Source: an optimization exercise on an open RTL-to-GDS flow (aim: small area). Production flows keep margins and buffers that such runs may drop. Only simulation tests tie the RTL to the original design; equivalence was not proved. No driver is modelled on the clock port, so clock power and skew are understated where the tree is cut down; a real chip needs a root buffer or a tree. Power and IR drop assume default switching activity.

==> flow/design.v <==
module tracker(clk, rst, step, one_hz, count, miles_reg, active);
input clk, rst, step, one_hz;
output reg [15:0] count;    
output [5:0] miles_reg;     
output reg [3:0] active;    
reg stepped;
reg s1, s2, s3;
reg [4:0] sec_lo;
reg [10:0] sec_hi;
wire sec_cy = step & (&sec_lo);
wire sec_hz = (sec_hi[9:0] == 10'd0);
reg [3:0] nsec;
wire tick = s2 & ~s3;
wire nine = nsec[3] & nsec[0];
assign miles_reg = count[15:10] - {5'd0, stepped & (count[9:0] == 10'd0)};
always @(posedge clk or posedge rst) begin
  if (rst) begin
    count <= 16'd0;
    stepped <= 1'b0;
    s1 <= 1'b0; s2 <= 1'b0; s3 <= 1'b0;
    sec_lo <= 5'd0;
    sec_hi <= 11'd0;
    nsec <= 4'd0;
    active <= 4'd0;
  end else begin
    if (step) begin
      count <= count + 16'd1;
      stepped <= 1'b1;
    end
    s1 <= one_hz; s2 <= s1; s3 <= s2;
    if (tick) begin
      sec_lo <= 5'd0;
      sec_hi <= 11'd0;
    end else begin
      if (step) sec_lo <= sec_lo + 5'd1;
      if (sec_cy) sec_hi <= {sec_hi[9:0], sec_hi[10] ^ sec_hi[8] ^ sec_hz};
    end
    if (tick & ~nine) begin
      nsec <= nsec + 4'd1;
      if ((sec_hi[10:1] != 10'd0) | (sec_hi[0] & (sec_lo != 5'd0))) active <= active + 4'd1;
    end
  end
end
endmodule
module bcd(clk, rst, step, wrap, dec);
input clk, rst, step, wrap;
output reg [15:0] dec;
wire [3:0] nine;
genvar i;
generate for (i = 0; i < 4; i = i + 1) begin : g
  assign nine[i] = dec[4*i+3] & dec[4*i];
end endgenerate
wire full = &nine;
wire [3:0] inc;
assign inc[0] = step & (~full | wrap);
assign inc[1] = inc[0] & nine[0];
assign inc[2] = inc[1] & nine[1];
assign inc[3] = inc[2] & nine[2];
wire [15:0] t;
generate for (i = 0; i < 4; i = i + 1) begin : h
  wire e = inc[i] & dec[4*i];
  assign t[4*i]   = inc[i];
  assign t[4*i+1] = e & ~dec[4*i+3];
  assign t[4*i+2] = e & dec[4*i+1];
  assign t[4*i+3] = e & (dec[4*i+3] | (dec[4*i+1] & dec[4*i+2]));
end endgenerate
always @(posedge clk or posedge rst)
  if (rst) dec <= 16'd0;
  else dec <= dec ^ t;
endmodule
module step_tracker(clk, rst, step, one_hz, disp_sel, si, steps_bcd, miles, half_mile, active_secs, seg, an);
input clk, rst, step, one_hz;
input [1:0] disp_sel;
output si;
output [15:0] steps_bcd;    
output [4:0] miles;         
output half_mile;           
output [3:0] active_secs;   
output reg [6:0] seg;       
output reg [3:0] an;        
wire [15:0] count;
wire [5:0] miles_reg;
tracker tracker_inst(clk, rst, step, one_hz, count, miles_reg, active_secs);
bcd bcd_inst(clk, rst, step, step & (&count), steps_bcd);
assign si = (count > 16'd9999);
assign miles = miles_reg[5:1];
assign half_mile = miles_reg[0];
reg [14:0] lfsr;
reg [1:0] k;
wire lz = (lfsr[13:0] == 14'd0);
always @(posedge clk or posedge rst)
  if (rst) begin
    lfsr <= 15'd0;
    k <= 2'd0;
  end else begin
    lfsr <= {lfsr[13:0], lfsr[14] ^ lfsr[13] ^ lz};
    if (lfsr[14] & lz) k <= k + 2'd1;
  end
reg [4:0] code;
always @(*) begin
  case (disp_sel)
    2'd0: case (k)
            2'd0: code = {1'b0, steps_bcd[3:0]};
            2'd1: code = {1'b0, steps_bcd[7:4]};
            2'd2: code = {1'b0, steps_bcd[11:8]};
            default: code = {1'b0, steps_bcd[15:12]};
          endcase
    2'd1: case (k)
            2'd0: code = half_mile ? 5'd5 : 5'd0;
            2'd1: code = 5'd31;
            2'd2: code = miles;
            default: code = 5'd0;
          endcase
    default: code = (k == 2'd0) ? {1'b0, active_secs} : 5'd0;
  endcase
  case (k)
    2'd0: an = 4'b1110;
    2'd1: an = 4'b1101;
    2'd2: an = 4'b1011;
    default: an = 4'b0111;
  endcase
  case (code)
    5'd0: seg = 7'b1000000;
    5'd1: seg = 7'b1111001;
    5'd2: seg = 7'b0100100;
    5'd3: seg = 7'b0110000;
    5'd4: seg = 7'b0011001;
    5'd5: seg = 7'b0010010;
    5'd6: seg = 7'b0000010;
    5'd7: seg = 7'b1111000;
    5'd8: seg = 7'b0000000;
    5'd9: seg = 7'b0010000;
    5'd10: seg = 7'b0001000;
    5'd11: seg = 7'b0000011;
    5'd12: seg = 7'b1000110;
    5'd13: seg = 7'b0100001;
    5'd14: seg = 7'b0000110;
    5'd15: seg = 7'b0001110;
    default: seg = 7'b1111111;
  endcase
end
endmodule
export LEC_CHECK = 0
export CAP_MARGIN = 20
export CORE_MARGIN = 2
export CORE_UTILIZATION = 65
export PLACE_DENSITY = 0.8
export SLEW_MARGIN = 20
create_clock -name core_clock -period 20.0 [get_ports {clk}]
standard.sh (not shown) runs the stock make flow with config.mk's settings and CLKGATE_MAP_FILE= SYNTH_SCRIPT=/design/flow/synth_recipe.tcl, a recipe that flattens the netlist after the stock synthesis.
==> flow/flow/run.sh <==
#!/bin/bash
# Layout flow: the standard flow (ORFS), with these changes to how it maps
# the design to cells:
#  - synthesis maps the logic with an area-oriented ABC script
#    (flow/abc_area.script) and without Yosys's full-adder extraction;
#  - ports are buffered with the smallest buffer, buf_1;
#  - in place of clock_tree_synthesis, the registers are split into
#    CLOCK_GROUPS groups of nearly equal size by position, each with one clock
#    buffer, which the clock port drives (flow/clock.tcl).
# Registers, their names and cell types are those of the standard synthesis.
set -euo pipefail
work=$(pwd)
rm -rf "$work/scripts"
cp -r "$FLOW_HOME/scripts" "$work/scripts"
cp "$work/flow/abc_area.script" "$work/scripts/abc_area.script"
sed -i 's|^log_cmd clock_tree_synthesis {\*}\$cts_args$|source $::env(OWN_CTS_TCL)|' "$work/scripts/cts.tcl"
grep -q OWN_CTS_TCL "$work/scripts/cts.tcl"
export SCRIPTS_DIR="$work/scripts"
export OWN_CTS_TCL="$work/flow/clock.tcl"
export CLOCK_BUFFER_CELL=sky130_fd_sc_hd__clkbuf_8
export CLOCK_GROUPS=4
export BUFFER_PORTS_ARGS="-buffer_cell sky130_fd_sc_hd__buf_1"

bash standard.sh SCRIPTS_DIR="$work/scripts" ABC_AREA=1 ADDER_MAP_FILE= synth > "$work/synth.log" 2>&1
bash standard.sh SCRIPTS_DIR="$work/scripts" > "$work/layout.log" 2>&1
Other scripts of this flow, unchanged in this note and not shown: flow/flow/abc_area.script, flow/flow/clock.tcl
Then changed:
--- a/flow/design.v
+++ b/flow/design.v
@@ -3,43 +3,34 @@
 output reg [15:0] count;    
 output [5:0] miles_reg;     
 output reg [3:0] active;    
 reg stepped;
 reg s1, s2, s3;
-reg [4:0] sec_lo;
-reg [10:0] sec_hi;
-wire sec_cy = step & (&sec_lo);
-wire sec_hz = (sec_hi[9:0] == 10'd0);
+reg [15:0] sec;
 reg [3:0] nsec;
 wire tick = s2 & ~s3;
 wire nine = nsec[3] & nsec[0];
 assign miles_reg = count[15:10] - {5'd0, stepped & (count[9:0] == 10'd0)};
 always @(posedge clk or posedge rst) begin
   if (rst) begin
     count <= 16'd0;
     stepped <= 1'b0;
     s1 <= 1'b0; s2 <= 1'b0; s3 <= 1'b0;
-    sec_lo <= 5'd0;
-    sec_hi <= 11'd0;
+    sec <= 16'd0;
     nsec <= 4'd0;
     active <= 4'd0;
   end else begin
     if (step) begin
       count <= count + 16'd1;
       stepped <= 1'b1;
     end
     s1 <= one_hz; s2 <= s1; s3 <= s2;
-    if (tick) begin
-      sec_lo <= 5'd0;
-      sec_hi <= 11'd0;
-    end else begin
-      if (step) sec_lo <= sec_lo + 5'd1;
-      if (sec_cy) sec_hi <= {sec_hi[9:0], sec_hi[10] ^ sec_hi[8] ^ sec_hz};
-    end
+    if (tick) sec <= 16'd0;
+    else if (step) sec <= sec + 16'd1;
     if (tick & ~nine) begin
       nsec <= nsec + 4'd1;
-      if ((sec_hi[10:1] != 10'd0) | (sec_hi[0] & (sec_lo != 5'd0))) active <= active + 4'd1;
+      if (sec > 16'd32) active <= active + 4'd1;
     end
   end
 end
 endmodule
 module bcd(clk, rst, step, wrap, dec);
@@ -54,21 +45,17 @@
 wire [3:0] inc;
 assign inc[0] = step & (~full | wrap);
 assign inc[1] = inc[0] & nine[0];
 assign inc[2] = inc[1] & nine[1];
 assign inc[3] = inc[2] & nine[2];
-wire [15:0] t;
-generate for (i = 0; i < 4; i = i + 1) begin : h
-  wire e = inc[i] & dec[4*i];
-  assign t[4*i]   = inc[i];
-  assign t[4*i+1] = e & ~dec[4*i+3];
-  assign t[4*i+2] = e & dec[4*i+1];
-  assign t[4*i+3] = e & (dec[4*i+3] | (dec[4*i+1] & dec[4*i+2]));
-end endgenerate
-always @(posedge clk or posedge rst)
+integer j;
+always @(posedge clk or posedge rst) begin
   if (rst) dec <= 16'd0;
-  else dec <= dec ^ t;
+  else
+    for (j = 0; j < 4; j = j + 1)
+      if (inc[j]) dec[4*j +: 4] <= nine[j] ? 4'd0 : dec[4*j +: 4] + 4'd1;
+end
 endmodule
 module step_tracker(clk, rst, step, one_hz, disp_sel, si, steps_bcd, miles, half_mile, active_secs, seg, an);
 input clk, rst, step, one_hz;
 input [1:0] disp_sel;
 output si;
Result: First-iteration DRC count goes up by 8.4%. Hold slack is about the same. Cell area goes up by 1.1%. Worst setup slack loses 0.55 ns. Area after synthesis goes up by 1.2%.
No run of this note takes its clock network from TritonCTS; it comes from the design's own scripts or RTL.

---

## main
step_tracker, a different RTL version from the one above (not shown whole).
Size: roughly 300 cells after synthesis, about 44 I/O pins, ~0.0032 mm^2 of cells after synthesis.
==> module tracker, before the edit <==
module tracker(clk, rst, step, one_hz, count, miles_reg, active);
input clk, rst, step, one_hz;
output reg [15:0] count;    
output [5:0] miles_reg;     
output reg [3:0] active;    
reg stepped;
reg s1, s2, s3;
reg [4:0] sec_lo;
reg [10:0] sec_hi;
wire sec_cy = step & (&sec_lo);
wire sec_hz = (sec_hi[9:0] == 10'd0);
reg [3:0] nsec;
wire tick = s2 & ~s3;
wire nine = nsec[3] & nsec[0];
assign miles_reg = count[15:10] - {5'd0, stepped & (count[9:0] == 10'd0)};
always @(posedge clk or posedge rst) begin
  if (rst) begin
    count <= 16'd0;
    stepped <= 1'b0;
    s1 <= 1'b0; s2 <= 1'b0; s3 <= 1'b0;
    sec_lo <= 5'd0;
    sec_hi <= 11'd0;
    nsec <= 4'd0;
    active <= 4'd0;
  end else begin
    if (step) begin
      count <= count + 16'd1;
      stepped <= 1'b1;
    end
    s1 <= one_hz; s2 <= s1; s3 <= s2;
    if (tick) begin
      sec_lo <= 5'd0;
      sec_hi <= 11'd0;
    end else begin
      if (step) sec_lo <= sec_lo + 5'd1;
      if (sec_cy) sec_hi <= {sec_hi[9:0], sec_hi[10] ^ sec_hi[8] ^ sec_hz};
    end
    if (tick & ~nine) begin
      nsec <= nsec + 4'd1;
      if ((sec_hi[10:1] != 10'd0) | (sec_hi[0] & (sec_lo != 5'd0))) active <= active + 4'd1;
    end
  end
end
endmodule
==> module bcd, before the edit <==
module bcd(clk, rst, step, wrap, count0, si, dec);
input clk, rst, step, wrap, count0, si;
output [15:0] dec;
reg [15:1] d;
assign dec = {d, count0 | si};
wire [3:0] nine;
genvar i;
generate for (i = 0; i < 4; i = i + 1) begin : g
  assign nine[i] = dec[4*i+3] & dec[4*i];
end endgenerate
wire full = &nine;
wire [3:0] inc;
assign inc[0] = step & (~full | wrap);
assign inc[1] = inc[0] & nine[0];
assign inc[2] = inc[1] & nine[1];
assign inc[3] = inc[2] & nine[2];
wire [15:0] t;
generate for (i = 0; i < 4; i = i + 1) begin : h
  wire e = inc[i] & dec[4*i];
  assign t[4*i]   = inc[i];
  assign t[4*i+1] = e & ~dec[4*i+3];
  assign t[4*i+2] = e & dec[4*i+1];
  assign t[4*i+3] = e & (dec[4*i+3] | (dec[4*i+1] & dec[4*i+2]));
end endgenerate
always @(posedge clk or posedge rst)
  if (rst) d <= 15'd0;
  else d <= d ^ t[15:1];
endmodule
==> module step_tracker, before the edit <==
module step_tracker(clk, rst, step, one_hz, disp_sel, si, steps_bcd, miles, half_mile, active_secs, seg, an);
input clk, rst, step, one_hz;
input [1:0] disp_sel;
output si;
output [15:0] steps_bcd;    
output [4:0] miles;         
output half_mile;           
output [3:0] active_secs;   
output reg [6:0] seg;       
output reg [3:0] an;        
wire [15:0] count;
wire [5:0] miles_reg;
tracker tracker_inst(clk, rst, step, one_hz, count, miles_reg, active_secs);
bcd bcd_inst(clk, rst, step, step & (&count), count[0], si, steps_bcd);
assign si = (count > 16'd9999);
assign miles = miles_reg[5:1];
assign half_mile = miles_reg[0];
reg [14:0] lfsr;
reg [1:0] k;
wire lz = (lfsr[13:0] == 14'd0);
always @(posedge clk or posedge rst)
  if (rst) begin
    lfsr <= 15'd0;
    k <= 2'd0;
  end else begin
    lfsr <= {lfsr[13:0], lfsr[14] ^ lfsr[13] ^ lz};
    if (lfsr[14] & lz) k <= k + 2'd1;
  end
reg [4:0] code;
always @(*) begin
  case (disp_sel)
    2'd0: case (k)
            2'd0: code = {1'b0, steps_bcd[3:0]};
            2'd1: code = {1'b0, steps_bcd[7:4]};
            2'd2: code = {1'b0, steps_bcd[11:8]};
            default: code = {1'b0, steps_bcd[15:12]};
          endcase
    2'd1: case (k)
            2'd0: code = half_mile ? 5'd5 : 5'd0;
            2'd1: code = 5'd31;
            2'd2: code = miles;
            default: code = 5'd0;
          endcase
    default: code = (k == 2'd0) ? {1'b0, active_secs} : 5'd0;
  endcase
  case (k)
    2'd0: an = 4'b1110;
    2'd1: an = 4'b1101;
    2'd2: an = 4'b1011;
    default: an = 4'b0111;
  endcase
  case (code)
    5'd0: seg = 7'b1000000;
    5'd1: seg = 7'b1111001;
    5'd2: seg = 7'b0100100;
    5'd3: seg = 7'b0110000;
    5'd4: seg = 7'b0011001;
    5'd5: seg = 7'b0010010;
    5'd6: seg = 7'b0000010;
    5'd7: seg = 7'b1111000;
    5'd8: seg = 7'b0000000;
    5'd9: seg = 7'b0010000;
    5'd10: seg = 7'b0001000;
    5'd11: seg = 7'b0000011;
    5'd12: seg = 7'b1000110;
    5'd13: seg = 7'b0100001;
    5'd14: seg = 7'b0000110;
    5'd15: seg = 7'b0001110;
    default: seg = 7'b1111111;
  endcase
end
endmodule
export LEC_CHECK = 0
export CAP_MARGIN = 20
export CORE_MARGIN = 2
export CORE_UTILIZATION = 65
export PLACE_DENSITY = 0.8
export SLEW_MARGIN = 20
create_clock -name core_clock -period 20.0 [get_ports {clk}]
==> flow/flow/abc_area.script <==
strash
&get -n
&deepsyn -T 30
&put
&get -n
&dch
&nf -R 1000
&put
topo
stime -c
==> flow/flow/clock.tcl <==
set block [ord::get_db_block]
set dbu [$block getDbUnitsPerMicron]
set regs {}
foreach inst [$block getInsts] {
  if { [[$inst getMaster] isSequential] } {
    set box [$inst getBBox]
    set x [expr { ([$box xMin] + [$box xMax]) / 2.0 / $dbu }]
    set y [expr { ([$box yMin] + [$box yMax]) / 2.0 / $dbu }]
    set clkpin ""
    foreach it [$inst getITerms] {
      if { [$it isClocked] } { set clkpin "[$inst getName]/[[$it getMTerm] getName]" }
    }
    if { $clkpin == "" } { error "no clock pin on [$inst getName]" }
    lappend regs [list $x $y $clkpin]
  }
}

# split regs into k groups of nearly equal size, cutting across the longer side
proc bisect { regs k } {
  if { $k <= 1 } { return [list $regs] }
  set xs {}
  set ys {}
  foreach r $regs { lappend xs [lindex $r 0]; lappend ys [lindex $r 1] }
  set xs [lsort -real $xs]
  set ys [lsort -real $ys]
  set w [expr { [lindex $xs end] - [lindex $xs 0] }]
  set h [expr { [lindex $ys end] - [lindex $ys 0] }]
  set axis [expr { $w >= $h ? 0 : 1 }]
  set sorted [lsort -real -index $axis $regs]
  set k1 [expr { $k / 2 }]
  set n1 [expr { int(round([llength $regs] * double($k1) / $k)) }]
  return [concat [bisect [lrange $sorted 0 [expr { $n1 - 1 }]] $k1] \
                 [bisect [lrange $sorted $n1 end] [expr { $k - $k1 }]]]
}

set groups [bisect $regs $::env(CLOCK_GROUPS)]
set c 0
set rx 0.0
set ry 0.0
foreach g $groups {
  set sx 0.0
  set sy 0.0
  set loads {}
  foreach r $g {
    set sx [expr { $sx + [lindex $r 0] }]
    set sy [expr { $sy + [lindex $r 1] }]
    lappend loads [get_pins [lindex $r 2]]
  }
  set x [expr { $sx / [llength $g] }]
  set y [expr { $sy / [llength $g] }]
  set rx [expr { $rx + $x / [llength $groups] }]
  set ry [expr { $ry + $y / [llength $groups] }]
  puts "clock buffer $c: [llength $g] registers at ($x, $y)"
  insert_buffer -buffer_cell $::env(CLOCK_BUFFER_CELL) -load_pins $loads \
    -location [list $x $y] -buffer_name clkbuf_$c -net_name clk_$c
  incr c
}
if { [info exists ::env(CLOCK_ROOT_CELL)] && $::env(CLOCK_ROOT_CELL) != "" } {
  puts "clock root buffer at ($rx, $ry)"
  insert_buffer -buffer_cell $::env(CLOCK_ROOT_CELL) -net clk -location [list $rx $ry] \
    -buffer_name clkbuf_root -net_name clk_root
}
set_propagated_clock [all_clocks]
Scripts as last shown in full above: flow/flow/run.sh
Here is what was changed in the inputs of the feature branch compared with main.
==> flow/design.v <==
module tracker(clk, rst, step, one_hz, count, miles_reg, active);
input clk, rst, step, one_hz;
output reg [15:0] count;    
output [5:0] miles_reg;     
output reg [3:0] active;    
reg stepped;
reg s1, s2, s3;
reg [5:0] sec_lo;
reg [9:0] sec_hi;
wire sec_cy = step & (&sec_lo);
wire sec_hz = (sec_hi[8:0] == 9'd0);
reg [3:0] nsec;
wire tick = s2 & ~s3;
wire nine = nsec[3] & nsec[0];
assign miles_reg = count[15:10] - {5'd0, stepped & (count[9:0] == 10'd0)};
always @(posedge clk or posedge rst) begin
  if (rst) begin
    count <= 16'd0;
    stepped <= 1'b0;
    s1 <= 1'b0; s2 <= 1'b0; s3 <= 1'b0;
    sec_lo <= 6'd0;
    sec_hi <= 10'd0;
    nsec <= 4'd0;
    active <= 4'd0;
  end else begin
    if (step) begin
      count <= count + 16'd1;
      stepped <= 1'b1;
    end
    s1 <= one_hz; s2 <= s1; s3 <= s2;
    if (tick) begin
      sec_lo <= 6'd0;
      sec_hi <= 10'd0;
    end else begin
      if (step) sec_lo <= sec_lo + 6'd1;
      if (sec_cy) sec_hi <= {sec_hi[8:0], sec_hi[9] ^ sec_hi[6] ^ sec_hz};
    end
    if (tick & ~nine) begin
      nsec <= nsec + 4'd1;
      if ((sec_hi != 10'd0) | (sec_lo > 6'd32)) active <= active + 4'd1;
    end
  end
end
endmodule
module bcd(clk, rst, step, wrap, dec);
input clk, rst, step, wrap;
output reg [15:0] dec;
wire [3:0] nine;
genvar i;
generate for (i = 0; i < 4; i = i + 1) begin : g
  assign nine[i] = dec[4*i+3] & dec[4*i];
end endgenerate
wire full = &nine;
wire [3:0] inc;
assign inc[0] = step & (~full | wrap);
assign inc[1] = inc[0] & nine[0];
assign inc[2] = inc[1] & nine[1];
assign inc[3] = inc[2] & nine[2];
wire [15:0] t;
generate for (i = 0; i < 4; i = i + 1) begin : h
  wire e = inc[i] & dec[4*i];
  assign t[4*i]   = inc[i];
  assign t[4*i+1] = e & ~dec[4*i+3];
  assign t[4*i+2] = e & dec[4*i+1];
  assign t[4*i+3] = e & (dec[4*i+3] | (dec[4*i+1] & dec[4*i+2]));
end endgenerate
always @(posedge clk or posedge rst)
  if (rst) dec <= 16'd0;
  else dec <= dec ^ t;
endmodule
module step_tracker(clk, rst, step, one_hz, disp_sel, si, steps_bcd, miles, half_mile, active_secs, seg, an);
input clk, rst, step, one_hz;
input [1:0] disp_sel;
output si;
output [15:0] steps_bcd;    
output [4:0] miles;         
output half_mile;           
output [3:0] active_secs;   
output reg [6:0] seg;       
output reg [3:0] an;        
wire [15:0] count;
wire [5:0] miles_reg;
tracker tracker_inst(clk, rst, step, one_hz, count, miles_reg, active_secs);
bcd bcd_inst(clk, rst, step, step & (&count), steps_bcd);
assign si = (count > 16'd9999);
assign miles = miles_reg[5:1];
assign half_mile = miles_reg[0];
reg [14:0] lfsr;
reg [1:0] k;
wire lz = (lfsr[13:0] == 14'd0);
always @(posedge clk or posedge rst)
  if (rst) begin
    lfsr <= 15'd0;
    k <= 2'd0;
  end else begin
    lfsr <= {lfsr[13:0], lfsr[14] ^ lfsr[13] ^ lz};
    if (lfsr[14] & lz) k <= k + 2'd1;
  end
reg [4:0] code;
always @(*) begin
  case (disp_sel)
    2'd0: case (k)
            2'd0: code = {1'b0, steps_bcd[3:0]};
            2'd1: code = {1'b0, steps_bcd[7:4]};
            2'd2: code = {1'b0, steps_bcd[11:8]};
            default: code = {1'b0, steps_bcd[15:12]};
          endcase
    2'd1: case (k)
            2'd0: code = half_mile ? 5'd5 : 5'd0;
            2'd1: code = 5'd31;
            2'd2: code = miles;
            default: code = 5'd0;
          endcase
    default: code = (k == 2'd0) ? {1'b0, active_secs} : 5'd0;
  endcase
  case (k)
    2'd0: an = 4'b1110;
    2'd1: an = 4'b1101;
    2'd2: an = 4'b1011;
    default: an = 4'b0111;
  endcase
  case (code)
    5'd0: seg = 7'b1000000;
    5'd1: seg = 7'b1111001;
    5'd2: seg = 7'b0100100;
    5'd3: seg = 7'b0110000;
    5'd4: seg = 7'b0011001;
    5'd5: seg = 7'b0010010;
    5'd6: seg = 7'b0000010;
    5'd7: seg = 7'b1111000;
    5'd8: seg = 7'b0000000;
    5'd9: seg = 7'b0010000;
    5'd10: seg = 7'b0001000;
    5'd11: seg = 7'b0000011;
    5'd12: seg = 7'b1000110;
    5'd13: seg = 7'b0100001;
    5'd14: seg = 7'b0000110;
    5'd15: seg = 7'b0001110;
    default: seg = 7'b1111111;
  endcase
end
endmodule
[summary]
The feature branch vs main — area occupied by registers climbed slightly. Cmp the feature branch vs main: worst setup slack lower in the feature branch. Total length of routed wires for the feature branch: about 4% up relative to main. main gets by with fewer registers than the feature branch. Taking main as the reference point, the post-DP HPWL of the feature branch rises by 3.0%. Max count of filler cells inserted in the layout across the feature branch and main: main. The feature branch and main ended up with nearly the same multi-input logic portion of the cell area. Compared with main, the feature branch shows synthesized instance count higher by about 1%. On the feature branch: combinational cell fraction of total power is 2.5 points lower than what main gave. Sequential share of cell area for the feature branch: 0.50 points up relative to main. The utilization of the feature branch exceeds that of main by 0.29 points.
In every run of this note, the design's own scripts or RTL, not TritonCTS, make the clock network.

-- separate check: timing with driven ports --
Ports are ideal in the flow. The routed layouts listed here were re-timed in OpenROAD.
Step 1, drivers: a clkbuf_16 drives clk and a buf_2 each remaining input, both assumed.
Step 2 times the ports against the registers' clock, not the clock port: input delays grow and output delays shrink by t, the midpoint of the rising clock arrivals with the driver on.
a / b / c = no drivers / after step 1 / after step 2; a / b = the first two.
run	shift t [ns]	slack for setup (ns)	slew at the worst register clock pin (ns)	cell pins on the clock port's net
the first run of note 1	0.216	10.054 / 10.031 / 10.031	0.12 / 0.12	4
the second run of note 1	0.218	9.500 / 9.476 / 9.476	0.11 / 0.11	4
main	0.215	10.137 / 10.116 / 10.116	0.11 / 0.11	4
the feature branch	0.216	9.486 / 9.463 / 9.463	0.11 / 0.11	4
After both steps every run listed still meets setup and hold. The setup slack of the second run of note 1, which loses most, moves by -0.024 ns with the drivers and by -0.024 ns with both steps.
